Context: an optimization exercise on an open-source flow, tuned for small area. The choices shown serve that exercise and are no tape-out recipe. The RTL was checked by simulation tests, not by an equivalence proof against the original design. Power is estimated from default activity; no workload was simulated.

Setup of old:
## cf_cpu
module cf_cpu (
	input wire clk,
	input wire rst_n,
	output wire [16:0] bus_address,
	output wire bus_wr_en,
	output wire bus_io_flag,
	output wire bus_burst,
	output wire [15:0] bus_data_in,
	output wire bus_enable,
	input wire bus_ready,
	input wire [15:0] bus_data_out
);
Size in the first run: about 780 cells after synthesis, ~56 I/O pins.
==> flow/config.mk <==
export PLATFORM = sky130hd
export DESIGN_NAME = cf_cpu
export DESIGN_NICKNAME = cf_cpu
export VERILOG_FILES = /design/flow/design.v
export SDC_FILE = /design/flow/constraint.sdc
export NUM_CORES = 4
export LEC_CHECK = 0
export ABC_AREA = 1
export CAP_MARGIN = 20
export CORE_MARGIN = 2
export CORE_UTILIZATION = 40
export SLEW_MARGIN = 20
export BUFFER_PORTS_ARGS = -buffer_cell sky130_fd_sc_hd__buf_1
export CTS_ARGS = -sink_clustering_enable -repair_clock_nets -dont_use_dummy_load -buf_list {sky130_fd_sc_hd__clkbuf_4 sky130_fd_sc_hd__clkbuf_8}
==> flow/constraint.sdc <==
create_clock -name core_clock -period 10.0 [get_ports {clk}]
set_input_delay 2.0000 -clock core_clock [delete_from_list [all_inputs] [get_ports {clk}]]
set_output_delay 2.0000 -clock core_clock [all_outputs]
set_load 0.01 [all_outputs]
standard.sh (not shown) runs the stock make flow with config.mk's settings and CLKGATE_MAP_FILE= SYNTH_SCRIPT=/design/flow/synth_recipe.tcl, a recipe that flattens the netlist after the stock synthesis.
==> flow/flow/run.sh <==
#!/bin/bash
# Layout flow: the standard synthesis; then yosys/abc re-maps the
# combinational logic for area, keeping every flip-flop instance (name and
# cell type) as the standard synthesis made it; then the standard ORFS steps
# with buf_1 port buffers and a clock tree of clkbuf_8 without dummy loads.
# Each tool's output goes to a log of its own in this folder.
set -euo pipefail
cat >> config.mk <<'EOF'
export BUFFER_PORTS_ARGS = -buffer_cell sky130_fd_sc_hd__buf_1
export CTS_ARGS = -sink_clustering_enable -repair_clock_nets -dont_use_dummy_load -buf_list {sky130_fd_sc_hd__clkbuf_4 sky130_fd_sc_hd__clkbuf_8}
EOF
bash standard.sh synth > synth.log 2>&1
R=orfs/results/${FLOW_PLATFORM}/cf_cpu/base
YOSYS=yosys
if [[ -x ${FLOW_HOME}/../tools/install/yosys/bin/yosys ]]; then YOSYS=${FLOW_HOME}/../tools/install/yosys/bin/yosys; fi
cp ${R}/1_2_yosys.v ${R}/1_2_yosys_std.v
REMAP_LIB=${FLOW_HOME}/platforms/sky130hd/lib/sky130_fd_sc_hd__tt_025C_1v80.lib \
REMAP_IN=${R}/1_2_yosys_std.v REMAP_OUT=${R}/1_2_yosys.v REMAP_ABC=flow/area.abc \
  ${YOSYS} -c flow/remap.tcl > remap.log 2>&1
rm -f ${R}/1_synth.odb ${R}/1_synth.sdc
bash standard.sh synth > synth_odb.log 2>&1
bash standard.sh > finish.log 2>&1
==> flow/flow/area.abc <==
strash
dch -f
map -a
strash
dch -f
map -a
topo
==> flow/flow/remap.tcl <==
# Re-map the combinational logic of a synthesized sky130hd netlist for area,
# keeping every flip-flop instance (name and cell type) as it is.
yosys -import
set lib $::env(REMAP_LIB)
set in  $::env(REMAP_IN)
set out $::env(REMAP_OUT)
read_liberty -ignore_miss_func -ignore_miss_data_latch $lib
read_verilog $in
hierarchy -top cf_cpu
set ffs [list sky130_fd_sc_hd__dfxtp_1 sky130_fd_sc_hd__edfxtp_1 sky130_fd_sc_hd__dfxtp_2 sky130_fd_sc_hd__dfxtp_4 sky130_fd_sc_hd__edfxtp_1 sky130_fd_sc_hd__dfrtp_1 sky130_fd_sc_hd__dfstp_2 sky130_fd_sc_hd__dfrtp_2 sky130_fd_sc_hd__dfrtp_4 sky130_fd_sc_hd__dfstp_1 sky130_fd_sc_hd__dfstp_4 sky130_fd_sc_hd__sdfxtp_1 sky130_fd_sc_hd__conb_1]
foreach f $ffs { catch { setattr -mod -set keep_hierarchy 1 $f } }
flatten
yosys rename -hide w:*.*
opt_clean -purge
stat
abc -script $::env(REMAP_ABC) -liberty $lib -dont_use sky130_fd_sc_hd__lpflow_* -dont_use sky130_fd_sc_hd__probe*
splitnets
opt_clean -purge
hilomap -singleton -hicell sky130_fd_sc_hd__conb_1 HI -locell sky130_fd_sc_hd__conb_1 LO
foreach f $ffs { catch { blackbox $f } }
stat -liberty $lib
write_verilog -noattr -noexpr -nohex -nodec $out
old was carried through to the last stage, and its layout satisfied the timing, design-rule and antenna checks.
Edits applied to the flow inputs when going from old to new:
- a change of CTS_ARGS from -sink_clustering_enable -repair_clock_nets -dont_use_dummy_load -buf_list {sky130_fd_sc_hd__clkbuf_4 sky130_fd_sc_hd__clkbuf_8} to -sink_clustering_enable -repair_clock_nets -dont_use_dummy_load -buf_list sky130_fd_sc_hd__clkbuf_8
- an added GPL_TIMING_DRIVEN of 0
-- flow/flow/run.sh --
<<< old, line 10
export CTS_ARGS = -sink_clustering_enable -repair_clock_nets -dont_use_dummy_load -buf_list {sky130_fd_sc_hd__clkbuf_4 sky130_fd_sc_hd__clkbuf_8}
>>> new, line 10
export CTS_ARGS = -sink_clustering_enable -repair_clock_nets -dont_use_dummy_load -buf_list sky130_fd_sc_hd__clkbuf_8
==> flow/flow/area.abc <==
strash
fraig
resub
dc2
drw
resub
dch -f
map -a
strash
dch -f
amap
topo
==> comparison <==
Note that the count of placed standard cells in the final layout, fillers left out recorded for new amounts to 0.898 times the value seen in old. Per the comparison of new with old, share of the core filled with cells up 0.23 points, post-synthesis cell area went down, worst hold slack neither gained nor lost much, fraction of power consumed by sequential logic climbed 0.4 points, maximum number of pins on one net before global-route repair has increased. Placement-stage worst setup slack is higher on old. new reports a lower final area than old does. Comparing old and new, the higher overall power after layout is on new. On die area: between old and new, it ends up lower for new.

Another version of the RTL of cf_cpu (not shown whole).
For scale: roughly 900 cells after synthesis, about 180 flip-flops, ~56 I/O pins, about 7500 um^2 of cells after synthesis.
==> flow/config.mk <==
export PLATFORM = sky130hd
export DESIGN_NAME = cf_cpu
export DESIGN_NICKNAME = cf_cpu
export VERILOG_FILES = /design/flow/design.v
export SDC_FILE = /design/flow/constraint.sdc
export NUM_CORES = 4
export LEC_CHECK = 0
export ABC_AREA = 1
export CAP_MARGIN = 20
export CORE_MARGIN = 2
export CORE_UTILIZATION = 40
export PLACE_DENSITY = 0.8
export SLEW_MARGIN = 20
export BUFFER_PORTS_ARGS = -buffer_cell sky130_fd_sc_hd__buf_1
export CTS_ARGS = -sink_clustering_enable -repair_clock_nets -dont_use_dummy_load -buf_list sky130_fd_sc_hd__clkbuf_8
==> flow/constraint.sdc <==
create_clock -name core_clock -period 10.0 [get_ports {clk}]
set_input_delay 2.0000 -clock core_clock [delete_from_list [all_inputs] [get_ports {clk}]]
set_output_delay 2.0000 -clock core_clock [all_outputs]
set_load 0.01 [all_outputs]
==> flow/flow/run.sh <==
#!/bin/bash
# Layout flow: the standard flow, with smaller port buffers and a clock tree
# built without dummy loads.  Each tool's output goes to a log of its own.
set -e
cp standard.sh standard_sh_copy.log
cat >> config.mk <<'EOF'
export BUFFER_PORTS_ARGS = -buffer_cell sky130_fd_sc_hd__buf_1
export CTS_ARGS = -sink_clustering_enable -repair_clock_nets -dont_use_dummy_load -buf_list sky130_fd_sc_hd__clkbuf_8
EOF
bash standard.sh > standard.log 2>&1
The baseline completed without violations.
Edit:
- PLACE_DENSITY: 0.8 -> not set
Worst setup slack is worse by 51 ps.
Global-route usage decreases by 0.97 points.
Area after synthesis stays the same.
Register-to-register slack is better by 70 ps.
Total power decreases by 0.72%.
Design area hardly moves.
Fmax decreases by about 1%.
Die area stays the same.

cf_cpu with an RTL version that a note above also has.
Size in the first run: about 780 cells after synthesis, ~56 I/O pins, ~6800 um^2 of cells after synthesis.
export LEC_CHECK = 0
export ABC_AREA = 1
export CAP_MARGIN = 20
export CORE_MARGIN = 2
export CORE_UTILIZATION = 40
export SLEW_MARGIN = 20
export BUFFER_PORTS_ARGS = -buffer_cell sky130_fd_sc_hd__buf_1
export CTS_ARGS = -sink_clustering_enable -repair_clock_nets -dont_use_dummy_load -buf_list sky130_fd_sc_hd__clkbuf_8
create_clock -name core_clock -period 10.0 [get_ports {clk}]
==> flow/flow/run.sh <==
#!/bin/bash
# Layout flow: the standard synthesis; then yosys/abc re-maps the
# combinational logic for area, keeping every flip-flop instance (name and
# cell type) as the standard synthesis made it; then the standard ORFS steps
# with buf_1 port buffers and a clock tree of clkbuf_8 without dummy loads.
# Each tool's output goes to a log of its own in this folder.
set -euo pipefail
cat >> config.mk <<'EOF'
export BUFFER_PORTS_ARGS = -buffer_cell sky130_fd_sc_hd__buf_1
export CTS_ARGS = -sink_clustering_enable -repair_clock_nets -dont_use_dummy_load -buf_list sky130_fd_sc_hd__clkbuf_8
EOF
bash standard.sh synth > synth.log 2>&1
R=orfs/results/${FLOW_PLATFORM}/cf_cpu/base
YOSYS=yosys
if [[ -x ${FLOW_HOME}/../tools/install/yosys/bin/yosys ]]; then YOSYS=${FLOW_HOME}/../tools/install/yosys/bin/yosys; fi
cp ${R}/1_2_yosys.v ${R}/1_2_yosys_std.v
REMAP_LIB=${FLOW_HOME}/platforms/sky130hd/lib/sky130_fd_sc_hd__tt_025C_1v80.lib \
REMAP_IN=${R}/1_2_yosys_std.v REMAP_OUT=${R}/1_2_yosys.v REMAP_ABC=flow/area.abc \
  ${YOSYS} -c flow/remap.tcl > remap.log 2>&1
rm -f ${R}/1_synth.odb ${R}/1_synth.sdc
bash standard.sh synth > synth_odb.log 2>&1
bash standard.sh > finish.log 2>&1
==> flow/flow/area.abc <==
strash
dch -f
map -a
strash
dch -f
map -a
topo
Scripts as last shown in full above: flow/flow/remap.tcl
Change:
==> flow/flow/area.abc (replaced) <==
strash
fraig
resub
dc2
drw
resub
dch -f
map -a
strash
dch -f
amap
topo
Effect: Setup slack is worse by 0.30 ns. Register-to-register slack is worse by 0.77 ns. Routed wire length shrinks by about 10%. Cell area shrinks by 2.9%. Synthesized area shrinks by about 3.2%. Flip-flop and latch count stays the same. Total power grows by 1.2%.

[re-timing with driven ports]
The flow's constraints put no driver on any port. The routed layouts listed below were extracted and timed again, unchanged, in two steps. Step 1: set_driving_cell puts a clkbuf_16 on clk and a buf_2 on each other input, an assumption about the parent block. Step 2 also shifts input and output timing later by t, the mid clock arrival at the registers, as if the neighbouring blocks saw the same clock. Three values: ideal ports, drivers, drivers and shift; two values: the first two.
run	t, ns	setup WS [ns]	worst register clock-pin slew, ns	worst data-port slew with drivers (ns)
old	0.478	4.295 / 4.258 / 4.736	0.11 / 0.11	0.05
new	0.477	3.012 / 3.012 / 3.012	0.12 / 0.12	0.03
the first run of note 2	0.479	4.913 / 4.872 / 5.253	0.10 / 0.10	0.04
the second run of note 2	0.472	4.862 / 4.822 / 5.294	0.09 / 0.09	0.04
the first run of note 3	0.478	4.295 / 4.258 / 4.736	0.11 / 0.11	0.05
the second run of note 3	0.480	3.999 / 3.999 / 3.999	0.11 / 0.11	0.04
After both steps every run listed still meets setup and hold.
